This design comes from an exercise in tuning for small area on the open sky130 flow, not from production work.
Only simulation tests tie the RTL to the original design; equivalence was not proved.
Power is estimated from default activity; no workload was simulated.

==> flow/design.v <==
module RAM (
  input clk,
  input we_s,           
  input we_f,           
  input [9:0] din,      
  input [2:0] sel,      
  output reg [7:0] dout
);
  reg [127:0] r0, r1, r2, r3, r4;
  wire [127:0] n0, n1, n2, n3, n4;
  function [127:0] step;
    input [127:0] r;
    input [6:0] es_a, es_b, ef_a, ef_b;
    input a, b, ws, wf;
    begin
      step = {r[126:0], r[127]};
      if (ws) begin step[es_a] = a; step[es_b] = b; end
      if (wf) begin step[ef_a] = a; step[ef_b] = b; end
    end
  endfunction
  assign n0 = step(r0, 7'd57, 7'd125, 7'd90, 7'd30, din[0], din[5], we_s, we_f);
  assign n1 = step(r1, 7'd45, 7'd113, 7'd78, 7'd18, din[1], din[6], we_s, we_f);
  assign n2 = step(r2, 7'd33, 7'd101, 7'd66, 7'd6,  din[2], din[7], we_s, we_f);
  assign n3 = step(r3, 7'd21, 7'd89,  7'd54, 7'd122, din[3], din[8], we_s, we_f);
  assign n4 = step(r4, 7'd9,  7'd77,  7'd42, 7'd110, din[4], din[9], we_s, we_f);
  always @(posedge clk) begin
    r0 <= n0; r1 <= n1; r2 <= n2; r3 <= n3; r4 <= n4;
  end
  integer i;
  always @* begin
    for (i = 0; i < 8; i = i + 1)
      case (sel)
        3'd0: dout[i] = r0[7-i];
        3'd1: dout[i] = r1[7-i];
        3'd2: dout[i] = r2[7-i];
        3'd3: dout[i] = r3[7-i];
        default: dout[i] = r4[7-i];
      endcase
  end
endmodule
module RAM_ctrl (
  input [99:0] game_table,
  input clk,
  input rst_n,
  input en,
  input y_last,           
  input x_last,           
  output reg data_valid,
  output we_s,
  output we_f,
  output reg [9:0] din
);
  localparam IDLE = 2'd0, WRITE = 2'd1, GETDATA = 2'd2, TRANSDATA = 2'd3;
  reg [1:0] state;
  reg [5:0] addr;
  reg [3:0] cnt;
  reg first;
  always @* begin
    case (cnt)
      4'd0: din = game_table[9:0];
      4'd1: din = game_table[19:10];
      4'd2: din = game_table[29:20];
      4'd3: din = game_table[39:30];
      4'd4: din = game_table[49:40];
      4'd5: din = game_table[59:50];
      4'd6: din = game_table[69:60];
      4'd7: din = game_table[79:70];
      4'd8: din = game_table[89:80];
      default: din = game_table[99:90];
    endcase
  end
  wire wr = (state == WRITE) && (addr[5:1] != 5'b11111);
  assign we_s = wr && !first;
  assign we_f = wr && first;
  always @(posedge clk or negedge rst_n) begin
    if (!rst_n) begin
      state <= IDLE;
      addr <= 6'd0;
      cnt <= 4'd0;
      first <= 1'b1;
      data_valid <= 1'b0;
    end else begin
      data_valid <= (state == TRANSDATA) && en;
      case (state)
        IDLE: state <= WRITE;
        WRITE: begin
          addr <= addr + 1'b1;
          if (addr == 6'd7 || addr == 6'd13 || addr == 6'd19 || addr == 6'd25 || addr == 6'd31 ||
              addr == 6'd37 || addr == 6'd43 || addr == 6'd49 || addr == 6'd55)
            cnt <= cnt + 1'b1;
          if (addr == 6'd61) cnt <= 4'd0;
          if (addr == 6'd63) begin
            state <= GETDATA;
            first <= 1'b0;
          end
        end
        GETDATA: begin
          addr <= addr + 1'b1;
          if (addr == 6'd8) begin
            state <= TRANSDATA;
            addr <= 6'd0;
          end
        end
        TRANSDATA: begin
          if (en && y_last) state <= x_last ? IDLE : GETDATA;
        end
      endcase
    end
  end
endmodule
module LCD_control (
  input wire clk,
  input wire rst_n,
  input wire [7:0] tap,      
  input wire data_valid,     
  output reg [2:0] sel,      
  output wire y_last,
  output wire x_last,
  output reg LCD_di,
  output wire LCD_rw,
  output reg LCD_en,
  output wire LCD_rst,
  output wire [1:0] LCD_cs,
  output reg [7:0] LCD_data,
  output reg en_tran
);
  parameter SETDSL = 3'd0;
  parameter SetY = 3'd1;
  parameter SetX = 3'd2;
  parameter Display = 3'd3;
  parameter IDLE = 3'd4;
  parameter EARSE = 3'd5;
  assign LCD_rst = rst_n;
  assign LCD_cs = 2'b10;
  assign LCD_rw = 1'b0;
  reg LCD_di_next;
  reg [7:0] LCD_data_next;
  reg LCD_en_next;
  reg [2:0] state,state_next;
  reg en_tran_next;
  reg [5:0] y_cnt,y_cnt_next;
  reg [1:0] flag,flag_next;
  reg [2:0] x_cnt,x_cnt_next;
  assign y_last = (y_cnt == 6'd63);
  assign x_last = (x_cnt == 3'd7);
  wire border_col = (y_cnt < 6'd2) || (y_cnt > 6'd61);
  reg first_byte;
  always @* begin
    first_byte = 1'b0;
    sel = 3'd0;
    case (y_cnt)
      6'd2:  begin first_byte = 1'b1; sel = 3'd0; end
      6'd8:  begin first_byte = 1'b1; sel = 3'd1; end
      6'd14: begin first_byte = 1'b1; sel = 3'd2; end
      6'd20: begin first_byte = 1'b1; sel = 3'd3; end
      6'd26: begin first_byte = 1'b1; sel = 3'd4; end
      6'd32: begin first_byte = 1'b1; sel = 3'd0; end
      6'd38: begin first_byte = 1'b1; sel = 3'd1; end
      6'd44: begin first_byte = 1'b1; sel = 3'd2; end
      6'd50: begin first_byte = 1'b1; sel = 3'd3; end
      6'd56: begin first_byte = 1'b1; sel = 3'd4; end
      default: ;
    endcase
  end
  wire [7:0] rowmask = (x_cnt == 3'd0) ? 8'b0000_0011 : (x_cnt == 3'd7) ? 8'b1100_0000 : 8'b0;
  always @(posedge clk or negedge rst_n) begin
    if (~rst_n) begin
      LCD_di <= 1'd0;
      LCD_data <= 8'b0000_0000;
      LCD_en <= 1'b1;
      state <= SETDSL;
      en_tran <= 1'b0;
      y_cnt <= 6'd0;
      x_cnt <= 3'd0;
      flag <= 2'd0;
    end else begin
      LCD_di <= LCD_di_next;
      LCD_data <= LCD_data_next;
      LCD_en <= LCD_en_next;
      state <= state_next;
      en_tran <= en_tran_next;
      y_cnt <= y_cnt_next;
      x_cnt <= x_cnt_next;
      flag <= flag_next;
    end
  end
  always @* begin
    state_next = state;
    if (LCD_en == 1'b0) begin
      case (state)
        SETDSL: begin
          state_next = EARSE;
        end
        EARSE: begin
          if ({x_cnt,y_cnt} == {3'd7,6'd63}) state_next = SetX;
        end
        SetX: begin
          state_next = SetY;
        end
        SetY: begin
          state_next = IDLE;
        end
        Display: begin
          if(flag == 1'b1 && x_cnt == 3'd0 && y_cnt == 6'd0) state_next = IDLE;
        end
        IDLE:begin
          state_next = Display;
        end
      endcase
    end
  end
  always @(*) begin
    LCD_en_next = ~LCD_en;
    LCD_data_next = LCD_data;
    LCD_di_next = LCD_di;
    en_tran_next = 1'd0;
    y_cnt_next = y_cnt;
    x_cnt_next = x_cnt;
    flag_next = flag;
    if (LCD_en ==1'd0) begin
      case (state)
        SETDSL: begin
          LCD_data_next = 8'b1100_0000;
          LCD_di_next   = 1'd0;
        end
        EARSE: begin
          if (flag == 2'b0) begin
            LCD_di_next   = 1'd0;
            LCD_data_next = {5'b10111,x_cnt};
            flag_next = flag + 1'b1;
          end else if (flag == 2'b1) begin
            LCD_di_next   = 1'd0;
            LCD_data_next = 8'b0100_0000;
            flag_next = flag + 1'b1;
          end else begin
            LCD_di_next   = 1'd1;
            LCD_data_next  = 8'b0000_0000;
            if (y_cnt == 6'd63) begin
              y_cnt_next = 6'd0;
              flag_next = 2'd0;
              x_cnt_next = x_cnt + 1'b1;
            end else begin
              y_cnt_next = y_cnt + 1'b1;
            end
          end
        end
        SetX: begin
          LCD_data_next = 8'b10111000;
          LCD_di_next   = 1'd0;
        end
        SetY: begin
          LCD_data_next = 8'b0100_0000;
          LCD_di_next   = 1'd0;
        end
        Display: begin
          if (flag == 2'b0) begin
            en_tran_next = 1'd1;
          end else if (flag == 2'd1) begin
            LCD_data_next = {5'b10111, x_cnt};
            LCD_di_next = 1'd0;
            flag_next = 2'd0;
          end
          if (data_valid) begin
            y_cnt_next = y_cnt + 1'b1;
            LCD_di_next = 1'd1;
            if (border_col) LCD_data_next = 8'hff;
            else if (first_byte) LCD_data_next = tap | rowmask;
            if (y_cnt == 6'd63) begin
              flag_next = flag + 1'b1;
              x_cnt_next = x_cnt + 1'b1;
            end
          end
        end
        IDLE: begin
          LCD_di_next = 1'd0;
          LCD_data_next = 8'b0011_1111;
        end
      endcase
    end
  end
endmodule
module lcd_renderer (
  input clk,
  input rst_n,
  input [99:0] game_table,
  output LCD_rst,
  output [1:0] LCD_cs,
  output LCD_rw,
  output LCD_di,
  output [7:0] LCD_data,
  output LCD_en
);
  wire en, out_valid, we_s, we_f, y_last, x_last;
  wire [9:0] din;
  wire [2:0] sel;
  wire [7:0] tap;
  RAM_ctrl ram_c (
    .game_table(game_table), .clk(clk), .rst_n(rst_n), .en(en),
    .y_last(y_last), .x_last(x_last), .data_valid(out_valid),
    .we_s(we_s), .we_f(we_f), .din(din)
  );
  RAM R1 (.clk(clk), .we_s(we_s), .we_f(we_f), .din(din), .sel(sel), .dout(tap));
  LCD_control LCD_ctrl (
    .clk(clk), .rst_n(rst_n), .tap(tap), .data_valid(out_valid),
    .sel(sel), .y_last(y_last), .x_last(x_last),
    .LCD_di(LCD_di), .LCD_rw(LCD_rw), .LCD_en(LCD_en), .LCD_rst(LCD_rst),
    .LCD_cs(LCD_cs), .LCD_data(LCD_data), .en_tran(en)
  );
endmodule
==> flow/run.sh <==
#!/bin/bash
# synth_recipe.tcl (not shown) runs the flow's synth.tcl, then flattens the netlist and writes it again
# the make line also repeats each setting of config.mk as NAME=value (left out here)
make -C /OpenROAD-flow-scripts/flow DESIGN_CONFIG=/design/flow/config.mk WORK_HOME=/design/flow/orfs CLKGATE_MAP_FILE= SYNTH_SCRIPT=/design/flow/synth_recipe.tcl finish
==> flow/config.mk <==
export PLATFORM = sky130hd
export DESIGN_NAME = lcd_renderer
export DESIGN_NICKNAME = lcd_renderer
export VERILOG_FILES = /design/flow/design.v
export SDC_FILE = /design/flow/constraint.sdc
export NUM_CORES = 4
export LEC_CHECK = 0
export CAP_MARGIN = 20
export CORE_MARGIN = 2
export CORE_UTILIZATION = 40
export SLEW_MARGIN = 20
==> flow/constraint.sdc <==
create_clock -name core_clock -period 10.0 [get_ports {clk}]
set_input_delay 2.0000 -clock core_clock [delete_from_list [all_inputs] [get_ports {clk}]]
set_output_delay 2.0000 -clock core_clock [all_outputs]
set_load 0.01 [all_outputs]
==> run notes <==
cell families after synthesis:
family	Yosys count
flip-flops	679
buffers and inverters	63
multiplexers	34
XOR/XNOR	9
AND/OR/NAND/NOR	169
adder cells (fa/ha/maj)	24
other	2
AO/OA/AOI/OAI	186
worst max-delay path, cell delays in order:
cell and delay, ns:
buf_2 0.07, buf_4 0.44, clkdlybuf4s50_1 0.64
cell usage after synthesis (7+ instances only):
cell      count  area [um2]
nand3_1      11        55.1
dfxtp_1     640       12800
nand2_1      69         259
nand2b_1      9        56.3
nor2b_1      12        75.1
a31oi_1       7        43.8
nor3_1       14        70.1
a221o_1       9        90.1
o21ai_0      42         210
buf_4         7        52.6
a221oi_1     13         114
a22oi_1      17         128
dfrtp_1      37         926
xnor2_1       7        61.3
a22o_1        9        78.8
a21oi_1      42         210
inv_1        25        93.8
nor2_1       27         101
mux2i_1       8        80.1
ha_1         24         300
clkbuf_1     23        86.3
mux2_2       24         270
a222oi_1      7        70.1
worst max path at each step:
stage / startpoint / endpoint / slack (ns) / cells past startpoint
after floorplan: rst_n / LCD_rst / 5.88 / 1
after global placement: rst_n / LCD_rst / 4.81 / 3
after detailed placement: rst_n / LCD_rst / 4.78 / 3
after CTS: rst_n / LCD_rst / 4.78 / 3
after global routing: rst_n / LCD_rst / 4.72 / 3
final: rst_n / LCD_rst / 4.83 / 3
per-layer routing:
metal,vias up,GRT usage,wire [um]
met4,0,0.0511,833
met1,4056,0.196,14700
met5,-,0,0
li1,4229,-,-
met3,62,0.0392,1970
met2,225,0.207,12500
metrics by stage:
step | hold slack, ns | cells | worst slack (ns)
after floorplan | 0.310 | 1167 | 5.88
after global placement | 0.310 | 1786 | 4.81
after detailed placement | 0.312 | 1786 | 4.78
after CTS | 0.293 | 1895 | 4.78
after global routing | 0.298 | 1895 | 4.72
final | 0.296 | 1895 | 4.83
sequential cells by signal, summed over array words and instances (netlist names), 2 cells and up:
| register | count |
|---|---|
| ram_c.state | 2 |
| R1.r0 | 128 |
| ram_c.cnt | 4 |
| LCD_ctrl.y_cnt | 6 |
| R1.r2 | 128 |
| R1.r3 | 128 |
| R1.r4 | 128 |
| LCD_ctrl.flag | 2 |
| LCD_ctrl.LCD_data | 8 |
| ram_c.addr | 6 |
| LCD_ctrl.state | 3 |
| LCD_ctrl.x_cnt | 3 |
| R1.r1 | 128 |
cells in the final DEF, fill, tap and decap left out, types with 4 or more instances in the layout:
cell | netlist | layout
and3_1 | 4 | 4
nand2b_1 | 9 | 9
buf_4 | 7 | 6
a211oi_1 | 5 | 5
o21ai_0 | 42 | 42
clkinv_2 | 0 | 11
a221o_1 | 9 | 9
nand3_1 | 11 | 11
nand3b_1 | 4 | 4
clkdlybuf4s50_1 | 0 | 111
nor2_1 | 27 | 27
mux2i_1 | 8 | 8
a31oi_1 | 7 | 7
clkbuf_1 | 23 | 13
a22oi_1 | 17 | 17
dfrtp_1 | 37 | 37
nand2_1 | 69 | 69
ha_1 | 24 | 24
o22ai_1 | 6 | 6
inv_1 | 25 | 25
a21oi_1 | 42 | 42
a22o_1 | 9 | 9
nand4_1 | 5 | 5
o31ai_1 | 6 | 6
nor2b_1 | 12 | 12
dfxtp_1 | 640 | 640
a221oi_1 | 13 | 13
a222oi_1 | 7 | 7
clkbuf_8 | 0 | 13
xnor2_1 | 7 | 7
mux2_2 | 24 | 24
clkbuf_16 | 0 | 59
nor3_1 | 14 | 14
power groups by stage:
stage / Sequential, W / Combinational [W] / Clock [W]
after global routing: 0.00285 / 0.0000652 / 0.00240
after floorplan: 0.00288 / 0.0000131 / 0
after global placement: 0.00290 / 0.0000607 / 0
after detailed placement: 0.00290 / 0.0000614 / 0
after CTS: 0.00284 / 0.0000618 / 0.00229
final: 0.00284 / 0.0000605 / 0.00223
layout make-up:
cell class              instances  area share
clock buffers                  85      0.0829
clock inverters                24      0.0126
inverters                      25     0.00456
multi-input cells             425       0.140
flip-flops and latches        679       0.671
well taps                     539      0.0328
repair buffers                118      0.0565
==> flow_summary.toml <==
[finish]
layout.nets = 1434
layout-area-overhead-vs-synth_pct = 21.4
num_antenna_cells = 0
drive_gt1_frac = 0.103
postLayoutCoreUtil = 0.491
fill_cells = 3585
design_area_mm2 = 0.0206
ff_latch_area_mm2 = 0.0138
multiInputGateArea_mm2 = 0.00288

[logic_synthesis]
dominant_combinational_cell_family_by_area_after_synthesis = "compound AO/OA/AOI/OAI gates"
synth_fa_ha_area_frac = 0.0177
synthesis.area_per_instance_um2 = 14.5
mapped_area_mm2 = 0.0169
synth-compound-area-share = 0.0756
post_synth_inst_count = 1166
synthXorXnorAreaFrac = 0.00465
synth_cell_types = 64
synthSimpleGateAreaFrac = 0.0487
synth.yosys.warnings = 3
synth_enable_flop_cells = 0
synth.ff_latch_count = 679
synth_seq_area_share = 0.814
async_flop_share = 0.0574
synth-main-ff-cell = "dfxtp_1"
synth.area.mux_share = 0.0228

[worst_hold_path]
timing.hold.worst.class = "reg -> reg"
hold_path_end = "R1.r3[0]$_DFF_P_"
min-delay-start = "R1.r3[127]$_DFF_P_"
min_path_cells = 0

[power_and_ir_drop]
sw_frac_of_total = 0.196
leakagePower_nw = 8.39
pwr_density_cell_mw_per_mm2 = 249
power.total_w = 0.00513
switching_power_w = 0.00100
power.ir.vdd_worst_mv = 0.145
share_seq_of_total_power = 0.553
combinational_share_of_power = 0.012
clockPowerShare = 0.435
power.internal_w = 0.00412

[clocking]
cts_max_level = 2
cts_inserted_buffers = 59
cts_post_setup_buffers_inserted = 0
clock-sinks = 679
tritoncts = "yes"
clock_latency_ns = 0.60
postCtsHoldBufs = 0
clk_pin_slew_worst_paths_ns = 0.06
root_buffer = "clkbuf_16"
clock_tree.buffer_depth = 3
post_cts_resized = 0

[worst_setup_path]
critPathMaxFanout = 40
crit_arrival_ns = 3.17
r2r_cells = 9
criticalPathCategory = "in -> out"
timing.rr.start = "ram_c.cnt[0]$_DFFE_PN0P_"
timing.critical_path.required_ns = 8.00
start_kind = "input port"
reg2reg_to = "R1.r4[110]$_DFF_P_"
worst-r2r-setup-slack_ns = 6.85
timing.critical_path.to_type = "output port"

[routing]
detailedRoute.firstPassIterationCount = 5
wirelength_um = 30000
drc = 0
route.detailed.wl_per_inst_um = 15.8
route.antenna.remaining_nets = 0
routed_vias_inst = 4.52
drt_iter0_drc = 563
detailroute.via_count = 8572

[sta]
min_period_ns = 5.17
finalSetupViolCount = 0
max_slew_margin = 0.250
setup_tns_ns = 0
clock.fmax_ghz = 0.193
final_hold_viol_count = 0
grt_setup_unrepaired = "false"
slew_viol_final = 0
timing.final.crit_share = 0.517
worst_slew_pin_slew_ns = 1.12
skew_ns = 0.0347

[floorplanning]
floorplan.initialDensity = 0.405
placement_rows = 75
ports = 116
dieArea_mm2 = 0.0440
core-area_mm2 = 0.0419
die_y_um = 210
die_width_um = 210

[grt]
grt_max_degree = 41
number_of_global_route_vias_before_repair = 8741
groute.usage.overall = 0.140
antenna_found_initial = 0
grt-ovfl-total = 0
grt_pass1_wl_um = 47700

[placed_design]
portBuffers = 112
dp_hpwl_um = 19000
dpl-instance-area_mm2 = 0.0186
routabilityCongestion = 0.862

[status]
run_status = "timing/DRC/antenna clean"

[flow_run]
drv.max_cap_violation_count = 0

## separate check: timing with driven ports
The flow's constraints put no driver on any port. The routed layout listed below was extracted and timed again, unchanged, in two steps. Step 1 sets driving cells, clkbuf_16 on the clock port and buf_2 on the other inputs (assumed; they add their load-dependent delay and slew). Step 2 also shifts input and output timing later by t, the mid clock arrival at the registers, as if the neighbouring blocks saw the same clock. Three values: ideal ports, drivers, drivers and shift; two values: the first two.
shift t [ns]: 0.635
setup slack, ns: 4.828 / 4.802 / 4.802
worst hold slack (ns): 0.296 / 0.296 / 0.296
clock arrival spread, ns: 0.036 / 0.036
worst slew at a driven data input, ns: 0.05
After both steps setup and hold are still met in this run. For this run, drivers alone change the setup slack by -0.026 ns; drivers and shift together by -0.026 ns.
